This design comes from an exercise in tuning for small area, a short achievable clock period and few clock cycles per item on the open sky130 flow, not from production work. Only simulation tests tie the RTL to the original design; equivalence was not proved.

[design.v]
`timescale 1ns/10ps
module  CONV(
    input		clk,
    input		reset,
    output reg 	busy,
    input		ready,
    output [11:0]	iaddr,
    input [19:0]	idata,
    output	cwr,
    output reg [11:0]	caddr_wr,
    output reg [19:0]	cdata_wr,
    output	crd,
    output reg [11:0]	caddr_rd,
    input [19:0]	cdata_rd,
    output reg [2:0]	csel
  );
parameter IDLE=4'd0,
          READ_9=4'd1,
          READ_C=4'd2,
          CONV=4'd3,
          RELU=4'd4,
          LAYER0_WRITE=4'd5,
          LAYER0_DONE=4'd6,
          MAX_POOLING=4'd7,
          LAYER1_WRITE=4'd8,
          LAYER1_DONE=4'd9; 
reg [3:0] state,n_state;
reg [6:0] row,col;
reg [6:0] next_row,next_col;
reg [6:0] tmp_row,tmp_col;
reg [3:0] read_counter,next_read_counter;
reg [3:0] conv_count,next_conv_count;
reg [19:0] reg0,reg1,reg2,reg3,reg4,reg5,reg6,reg7,reg8;
wire read_en,conv_en;
wire read9,readc,relu;
wire max_en,layer1_wen;
wire zero_padding;
wire [19:0] tmp_data;
wire [6:0] img_row,img_col;
reg [19:0] weight,img_data;
reg signed [39:0] psum,next_psum,addBias_result;
wire signed [39:0] tmp_result;
reg [19:0] conv_data,next_conv_data;
reg [11:0] caddr_count,next_caddr_count;
reg [19:0] max,n_max;
wire [11:0] max_addr;
assign read9=(state==READ_9)?1'b1:1'b0;
assign readc=(state==READ_C)?1'b1:1'b0;
assign relu=(state==RELU)?1'b1:1'b0;
assign max_en=(state==MAX_POOLING)?1'b1:1'b0;
assign layer1_wen=(state==LAYER1_WRITE)?1'b1:1'b0;
assign read_en=(read9|readc|max_en);  
assign conv_en=(state==CONV)?1'b1:1'b0;  
assign zero_padding=(tmp_row==7'd0||tmp_row==7'd65||tmp_col==7'd0||tmp_col==7'd65)?1'b1:1'b0;
assign cwr=(state==LAYER0_WRITE||state==LAYER1_WRITE)?1'b1:1'b0;
assign crd=(state==MAX_POOLING)?1'b1:1'b0;
assign img_row=tmp_row-7'd1;
assign img_col=tmp_col-7'd1;
assign tmp_data=(zero_padding)?20'd0:idata;
assign iaddr=(zero_padding)?12'd0:(img_row<<6)+img_col;
assign tmp_result=$signed(img_data)*$signed(weight);
assign max_addr=(row<<6)+col;
always@(posedge clk or posedge reset)begin
  if(reset)begin
    state<=IDLE;
  end
  else begin
    state<=n_state;
  end
end
always@(*)begin
  case(state)
      IDLE:begin
        if(ready)begin
          n_state=READ_9;
        end
        else begin
          n_state=state;
        end
      end
      READ_9:begin
        if(read_counter==4'd8)begin
          n_state=CONV;
        end
        else begin
          n_state=state;
        end
      end
      READ_C:begin
        if(read_counter==4'd2)begin
          n_state=CONV;
        end
        else begin
          n_state=state;
        end
      end
      CONV:begin
        if(conv_count==4'd8)begin
          n_state=RELU;
        end
        else begin
          n_state=state;
        end
      end
      RELU:begin
        n_state=LAYER0_WRITE;
      end
      LAYER0_WRITE:begin
        if(caddr_wr==12'd4095)begin
          n_state=LAYER0_DONE;
        end
        else if(col==7'd63)begin
          n_state=READ_9;
        end
        else begin
          n_state=READ_C;
        end
      end
      LAYER0_DONE:begin
        n_state=MAX_POOLING;
      end
      MAX_POOLING:begin
        if(read_counter==4'd3)begin
          n_state=LAYER1_WRITE;
        end
        else begin
          n_state=state;
        end
      end
      LAYER1_WRITE:begin
        if(caddr_wr==12'd1023)begin
          n_state=LAYER1_DONE;
        end
        else begin
          n_state=MAX_POOLING;
        end
      end
      LAYER1_DONE:begin
        n_state=LAYER1_DONE;
      end
      default:begin
        n_state=IDLE;
      end
  endcase
end
always@(posedge clk or posedge reset)begin
  if(reset)begin
    read_counter<=4'd0;
  end
  else if(read_en)begin
    read_counter<=next_read_counter;
  end
  else begin
    read_counter<=4'd0;
  end
end
always@(*)begin
  if(read_en)begin
    next_read_counter=read_counter+4'd1;
  end
  else begin
    next_read_counter=read_counter;
  end
end
always@(posedge clk or posedge reset)begin
  if(reset)begin
    row<=7'd0;
    col<=7'd0;
  end
  else begin
    row<=next_row;
    col<=next_col;
  end
end
always@(*)begin
  if(state==LAYER0_WRITE)begin
    if(row==7'd63 && col==7'd63)begin
      next_row=7'd0;
      next_col=7'd0;
    end
    else if(col==7'd63)begin
      next_row=row+7'd1;
      next_col=7'd0;
    end
    else begin
      next_row=row;
      next_col=col+7'd1;
    end
  end
  else if(state==LAYER1_WRITE)begin
    if(col==7'd62 && row==7'd62)begin
      next_row=7'd0;
      next_col=7'd0;
    end
    else if(col==7'd62)begin
      next_col=7'd0;
      next_row=row+7'd2;
    end
    else begin
      next_col=col+7'd2;
      next_row=row;
    end
  end
  else begin
    next_row=row;
    next_col=col;
  end
end
always@(posedge clk or posedge reset)begin
  if(reset)begin
    reg0<=20'd0;
    reg1<=20'd0;
    reg2<=20'd0;
    reg3<=20'd0;
    reg4<=20'd0;
    reg5<=20'd0;
    reg6<=20'd0;
    reg7<=20'd0;
    reg8<=20'd0;
  end
  else if(read9)begin
    case(read_counter)
        4'd0:reg0<=tmp_data;
        4'd1:reg1<=tmp_data;
        4'd2:reg2<=tmp_data;
        4'd3:reg3<=tmp_data;
        4'd4:reg4<=tmp_data;
        4'd5:reg5<=tmp_data;
        4'd6:reg6<=tmp_data;
        4'd7:reg7<=tmp_data;
        4'd8:reg8<=tmp_data;
        default:begin
        end
    endcase
  end
  else if(readc)begin
    case(read_counter)
        4'd0:begin
            reg0<=reg1;
            reg1<=reg2;
            reg2<=tmp_data;
            reg3<=reg4;
            reg4<=reg5;
            reg5<=20'd0;
            reg6<=reg7;
            reg7<=reg8;
            reg8<=20'd0;
        end
        4'd1:reg5<=tmp_data;
        4'd2:reg8<=tmp_data;
        default:begin
        end
    endcase
  end
  else begin
  end
end
always@(*)begin
  if(read9)begin
    case(read_counter)
      4'd0:begin
        tmp_row=row;
        tmp_col=col;
      end
      4'd1:begin
        tmp_row=row;
        tmp_col=col+7'd1;
      end
      4'd2:begin
        tmp_row=row;
        tmp_col=col+7'd2;
      end
      4'd3:begin
        tmp_row=row+7'd1;
        tmp_col=col;
      end
      4'd4:begin
        tmp_row=row+7'd1;
        tmp_col=col+7'd1;
      end
      4'd5:begin
        tmp_row=row+7'd1;
        tmp_col=col+7'd2;
      end
      4'd6:begin
        tmp_row=row+7'd2;
        tmp_col=col;
      end
      4'd7:begin
        tmp_row=row+7'd2;
        tmp_col=col+7'd1;
      end
      4'd8:begin
        tmp_row=row+7'd2;
        tmp_col=col+7'd2;
      end
      default:begin
        tmp_row=row;
        tmp_col=col;
      end
    endcase
  end
  else if(readc)begin
    case(read_counter)
        4'd0:begin
          tmp_row=row;
          tmp_col=col+7'd2;
        end
        4'd1:begin
          tmp_row=row+7'd1;
          tmp_col=col+7'd2;
        end
        4'd2:begin
          tmp_row=row+7'd2;
          tmp_col=col+7'd2;
        end
        default:begin
          tmp_row=row;
          tmp_col=col;
        end
    endcase
  end
  else begin
    tmp_row=row;
    tmp_col=col;
  end
end
always@(posedge clk or posedge reset)begin
  if(reset)begin
    conv_count<=4'd0;
  end
  else if(conv_en)begin
    conv_count<=next_conv_count;
  end
  else begin
    conv_count<=4'd0;
  end
end
always@(*)begin
  if(conv_en)begin
    next_conv_count=conv_count+4'd1;
  end
  else begin
    next_conv_count=conv_count;
  end
end
always@(*)begin
  if(conv_en)begin
    case(conv_count)
        4'd0:begin
          img_data=reg0;
          weight=20'h0A89E;
        end
        4'd1:begin
          img_data=reg1;
          weight=20'h092D5;
        end
        4'd2:begin
          img_data=reg2;
          weight=20'h06D43;
        end
        4'd3:begin
          img_data=reg3;
          weight=20'h01004;
        end
        4'd4:begin
          img_data=reg4;
          weight=20'hF8F71;
        end
        4'd5:begin
          img_data=reg5;
          weight=20'hF6E54;
        end
        4'd6:begin
          img_data=reg6;
          weight=20'hFA6D7;
        end
        4'd7:begin
          img_data=reg7;
          weight=20'hFC834;
        end
        4'd8:begin
          img_data=reg8;
          weight=20'hFAC19;
        end
        default:begin
          img_data=20'd0;
          weight=20'd0;
        end
    endcase
  end
  else begin
    img_data=20'd0;
    weight=20'd0;
  end
end
always@(posedge clk or posedge reset)begin
  if(reset)begin
    psum<=40'd0;
  end
  else if(conv_en)begin
    psum<=next_psum;
  end
  else begin
    psum<=40'd0;
  end
end
always@(*)begin
  if(conv_en)begin
    next_psum=psum+tmp_result;
  end
  else begin
    next_psum=psum;
  end
end
always@(posedge clk or posedge reset)begin
  if(reset)begin
    conv_data<=20'd0;
  end
  else if(relu)begin
    conv_data<=next_conv_data;
  end
  else begin
    conv_data<=20'd0;
  end
end
always@(*)begin
  addBias_result=psum+{4'd0,20'h01310,16'd0};
  if(relu)begin
    if(addBias_result[39]==1'b1||addBias_result==40'd0)begin
      next_conv_data=20'd0;
    end
    else begin
      if(addBias_result[15]==1'b1)begin
        next_conv_data=addBias_result[35:16]+20'd1;
      end
      else begin
        next_conv_data=addBias_result[35:16];
      end
    end
  end
  else begin
    next_conv_data=conv_data;
  end
end
always@(posedge clk or posedge reset)begin
  if(reset)begin
    max<=20'd0;
  end
  else if(max_en)begin
    max<=n_max;
  end
  else begin
    max<=20'd0;
  end
end
always@(*)begin
  if(max_en)begin
    if(max<cdata_rd)begin
      n_max=cdata_rd;   
    end
    else begin
      n_max=max;
    end
    case(read_counter)
      4'd0:begin
        caddr_rd=max_addr;
      end
      4'd1:begin
        caddr_rd=max_addr+12'd1;
      end
      4'd2:begin
        caddr_rd=max_addr+12'd64;
      end
      4'd3:begin
        caddr_rd=max_addr+12'd65;
      end
      default:begin
        caddr_rd=max_addr;
      end
    endcase
  end
  else begin
    n_max=max;
    caddr_rd=max_addr;
  end
end
always@(posedge clk or posedge reset)begin
  if(reset)begin
    caddr_count<=12'd0;
  end
  else if(layer1_wen)begin
    caddr_count<=next_caddr_count;
  end
  else begin
  end
end
always@(*)begin
  if(layer1_wen)begin
    next_caddr_count=caddr_count+12'd1;
  end
  else begin
    next_caddr_count=caddr_count;
  end
end
always@(*)begin
  if(state==LAYER0_WRITE)begin
    caddr_wr=(row<<6)+col;
    cdata_wr=conv_data;
  end
  else if(state==LAYER1_WRITE)begin
    caddr_wr=caddr_count;
    cdata_wr=max;
  end
  else begin
    caddr_wr=12'd0;
    cdata_wr=20'd0;
  end
end
always@(*)begin
  case(state)
    LAYER0_WRITE:csel=3'b001;
    MAX_POOLING:csel=3'b001;
    LAYER1_WRITE:csel=3'b011;
    default:csel=3'b000;
  endcase
end
always@(posedge clk or posedge reset)begin
  if(reset)begin
    busy<=1'b0;
  end
  else if(ready)begin
    busy<=1'b1;
  end
  else if(state==LAYER1_DONE)begin
    busy<=1'b0;
  end
  else begin
  end
end
endmodule
[run.sh]
#!/bin/bash
# synth_recipe.tcl (not shown) runs the flow's synth.tcl, then flattens the netlist and writes it again
# the make line also repeats each setting of config.mk as NAME=value (left out here)
make -C /OpenROAD-flow-scripts/flow DESIGN_CONFIG=/design/flow/config.mk WORK_HOME=/design/flow/orfs CLKGATE_MAP_FILE= SYNTH_SCRIPT=/design/flow/synth_recipe.tcl finish
[config.mk]
export PLATFORM = sky130hd
export DESIGN_NAME = CONV
export DESIGN_NICKNAME = CONV
export VERILOG_FILES = /design/flow/design.v
export SDC_FILE = /design/flow/constraint.sdc
export NUM_CORES = 4
export LEC_CHECK = 0
export CAP_MARGIN = 20
export CORE_MARGIN = 2
export CORE_UTILIZATION = 40
export PLACE_DENSITY = 0.6
export SLEW_MARGIN = 20
[constraint.sdc]
create_clock -name core_clock -period 10.0 [get_ports {clk}]
set_input_delay 2.0000 -clock core_clock [delete_from_list [all_inputs] [get_ports {clk}]]
set_output_delay 2.0000 -clock core_clock [all_outputs]
set_load 0.01 [all_outputs]
==> results.txt <==
number of H-tree levels=2; die footprint=88,620 sq um; Setup violations, final=0; die width=297.7 um; net count of the mapped netlist=4,650; clock skew after layout=40.00 ps; EDFF count, synth=0; aggregate global routing overflow=0; GRT Total Usage=23.87%; Routed WL=105,800 um; maximum fanout count along the critical path=17; setup ws final=491.6 ps; Mapped Cells=3,959; final worst hold slack=472.4 ps; share of post-route cells with drive strength above 1=5.330%; placeable core area=85,280 sq um; transition time of the tightest slew-check pin=1129 ps; beginning of the critical path=conv_count[2]; clock tree sinks=299; Num CTS Buffers=40; Hold Path Stages=1; vias per cell=5.521; synth-to-layout area growth=11.14%; setup bufs post-CTS=0; count of routing violations after the opening detailed-route iteration=2,589; arrival time at the worst endpoint=9940 ps; combined buffer and inverter count along the critical path=9; num rows=107; proportion of synthesized flip-flops having asynchronous set or reset=100.0%; FF-to-FF path depth=33; Max-Cap Viols=0; maximum clock path buffer count=3; antenna violations before repair=1; routed wirelength normalized by instance count=20.50 um; count of state elements after synthesis=299; type of the setup path with the least slack=reg -> reg; Cell variety after synth=81; outcome=no timing/DRC/antenna violations; top_reg_cell synth=sky130_fd_sc_hd__dfrtp_1; clock network latency to the later pin of the worst-skew pair=600 ps; Detailed Routing Iterations Pass 1=8; placed standard-cell area=36,940 sq um; # diodes=0; worst-path cell with the longest stage delay=sky130_fd_sc_hd__and2_1; Root Buffer Master=sky130_fd_sc_hd__clkbuf_16; worst slack at placement=441.0 ps; total stage count of the critical path=33; path category of the worst min-delay check=reg -> reg; Die Ht=297.7 um; Fin Setup TNS=0 ps; Seq/Total Area, Yosys=21.69%; pin count of the biggest net entering global routing=171; largest area contributor in the synthesized netlist=sky130_fd_sc_hd__fa_1; vias post-DR=28,490; endpoint of the worst setup timing path=psum[36]; library cell appearing most often on the critical path=sky130_fd_sc_hd__fa_1; stage delay of the slowest cell on the critical path=950 ps; Critical R2R Capture=psum[36]; kind of cell adding the most delay to the critical path=adder cells; DR DRC count=0; yosys warns=1; FF-to-FF setup slack=490 ps; final hold violation count=0; worst endpoint required time=10,430 ps; number of top-level design ports=105; post-route cell area=38,350 sq um; headroom to the max-slew limit=24.56%; max-slew violations=0; largest cells by area after synthesis=sky130_fd_sc_hd__fa_1 27%, sky130_fd_sc_hd__dfrtp_1 22%, sky130_fd_sc_hd__inv_1 7.6%, sky130_fd_sc_hd__ha_1 6.6%, sky130_fd_sc_hd__nand2_1 5.3%; Final min period=9508 ps; most used cells in the layout excluding fill and tap cells=694 x sky130_fd_sc_hd__inv_1, 490 x sky130_fd_sc_hd__nand2_1, 467 x sky130_fd_sc_hd__fa_1, 299 x sky130_fd_sc_hd__dfrtp_1, 283 x sky130_fd_sc_hd__nor2_1; count of input and output buffers=103; nature of the critical path endpoint=flop; clock tree from TritonCTS=built; maximum operating frequency=105.2 MHz; ratio of final minimum period to clock period=95.08%; crit path launch type=flop; detailed-placement wirelength estimate=77,330 um; FF-to-FF Start=conv_count[2]; via count of the first global-routing pass=28,820; clock slew at the register clock pins of the worst setup and hold paths=60 ps; commonest non-fill, non-tap cell in the layout=sky130_fd_sc_hd__inv_1; Starting Density=40.46%; first-pass GRT wire length=166,600 um; per-instance average area after synthesis=8.714 sq um; post-route ant nets=0; layout net count=4,674; routability congestion estimate=0.9507; setup repair after global routing missed its margin=no; area share of the leading cell type in the synthesized netlist=27.10%; netlist area before placement=34,500 sq um
## worst min-delay path by stage
stage / startpoint / slack, ps / end
floorplan: caddr_count[11] / 440 / caddr_count[11]
global placement: caddr_count[11] / 460 / caddr_count[11]
detailed placement: caddr_count[11] / 470 / caddr_count[11]
CTS: caddr_count[11] / 480 / caddr_count[11]
global route: caddr_count[11] / 500 / caddr_count[11]
finish: caddr_count[11] / 470 / caddr_count[11]
## layer usage
metal  global-route usage, %  wire (um)  up-vias
met4                   7.552       3358        4
li1                        -          -    12930
met3                   4.857       8917      189
met5                  0.8658        115        -
met1                   32.47      44270    14240
met2                   38.13      49110     1115
## synthesized netlist by cell type, types with 9 or more instances
cell type and n:
sky130_fd_sc_hd__nand2b_1 14, sky130_fd_sc_hd__a22oi_1 12, sky130_fd_sc_hd__nor3b_1 10, sky130_fd_sc_hd__nor2_1 285, sky130_fd_sc_hd__nand4_1 16, sky130_fd_sc_hd__o22ai_1 15
sky130_fd_sc_hd__a21oi_1 205, sky130_fd_sc_hd__nor2b_1 19, sky130_fd_sc_hd__nand3_1 75, sky130_fd_sc_hd__and2_1 46, sky130_fd_sc_hd__a211oi_1 9, sky130_fd_sc_hd__or3_1 11
sky130_fd_sc_hd__o21a_1 10, sky130_fd_sc_hd__a222oi_1 20, sky130_fd_sc_hd__nor3_1 32, sky130_fd_sc_hd__inv_1 695, sky130_fd_sc_hd__nand2_1 491, sky130_fd_sc_hd__buf_1 14
sky130_fd_sc_hd__buf_6 10, sky130_fd_sc_hd__xor2_1 55, sky130_fd_sc_hd__buf_2 9, sky130_fd_sc_hd__dfrtp_1 299, sky130_fd_sc_hd__nand3b_1 11, sky130_fd_sc_hd__a221o_1 22
sky130_fd_sc_hd__clkbuf_1 193, sky130_fd_sc_hd__a22o_1 51, sky130_fd_sc_hd__o31ai_1 130, sky130_fd_sc_hd__a221oi_1 32, sky130_fd_sc_hd__fa_1 467, sky130_fd_sc_hd__o21ai_0 124
sky130_fd_sc_hd__a31oi_1 21, sky130_fd_sc_hd__mux2i_1 30, sky130_fd_sc_hd__xnor2_1 60, sky130_fd_sc_hd__a21o_1 30, sky130_fd_sc_hd__ha_1 181, sky130_fd_sc_hd__and3_1 149
sky130_fd_sc_hd__nor4_1 10
## worst register-to-register path, delay by kind of cell, from the launching register on
family                   cells  cell delay, ps
flip-flops                   1             370
adder cells (fa/ha/maj)      8            3510
AO/OA/AOI/OAI                9            2130
buffers and inverters        9            1260
AND/OR/NAND/NOR              7            2080
## sequential cells by signal, indices dropped and copies added, names as in the netlist, 7 cells and up
| signal | count |
|---|---|
| max | 20 |
| reg8 | 20 |
| col | 7 |
| reg7 | 20 |
| reg5 | 20 |
| reg0 | 20 |
| reg1 | 20 |
| row | 7 |
| reg3 | 20 |
| conv_data | 20 |
| reg6 | 20 |
| reg4 | 20 |
| psum | 40 |
| caddr_count | 12 |
| reg2 | 20 |
## timing repair
action | CTS | global route
hold buffers | 0 | 0
gates resized for setup | 0 | 4
endpoints found under the setup margin | 0 | 5
## kinds of logic after synthesis
kind of cell               after synthesis  synth area share, %
AOI/OAI and AO/OA                      744                14.47
DFF                                    299                21.69
adders and majority gates              648                33.66
xor gates and xnor gates               115                2.919
other                                    1              0.01087
muxes                                   33               0.9792
buffers and inverters                  923                10.31
and+or+nand+nor                       1196                15.95
## stage by stage
step                      instances  utilization (%)
final                          5159            44.96
after global placement         5083            43.32
after global routing           5159            44.96
after CTS                      5157            44.90
after detailed placement       5083            43.32
after floorplan                3959                -
## cell type report
class                   instances  area [sq um]
clock inverters                17         188.9
multi-input cells            2737         23570
repair buffers                210          1904
clock buffers                  57          1155
fillers                      8451         46940
flip-flops and latches        299          7482
inverters                     695          2613
well taps                    1144          1431
Testbench counts, summed over its fixed seeds: cycles 502,808, images 8.

-- re-timing with driven ports --
No port has a modelled driver above. Below, the same layout with a new extraction and two added sets of constraints. Step 1: set_driving_cell puts a clkbuf_16 on clk and a buf_2 on each other input, an assumption about the parent block. Step 2, shift: input delay + t, output delay - t, t = (earliest + latest rising clock arrival at the registers) / 2. This alone moves slack from input paths to output paths. a / b / c = no drivers / after step 1 / after step 2; a / b = the first two.
t (ns): 0.643
setup slack, ns: 0.492 / 0.492 / 0.492
worst register clock-pin slew, ns: 0.06 / 0.06
After both steps setup and hold are still met in this run. The setup slack of this run moves by 0.000 ns with the drivers and by 0.000 ns with both steps.
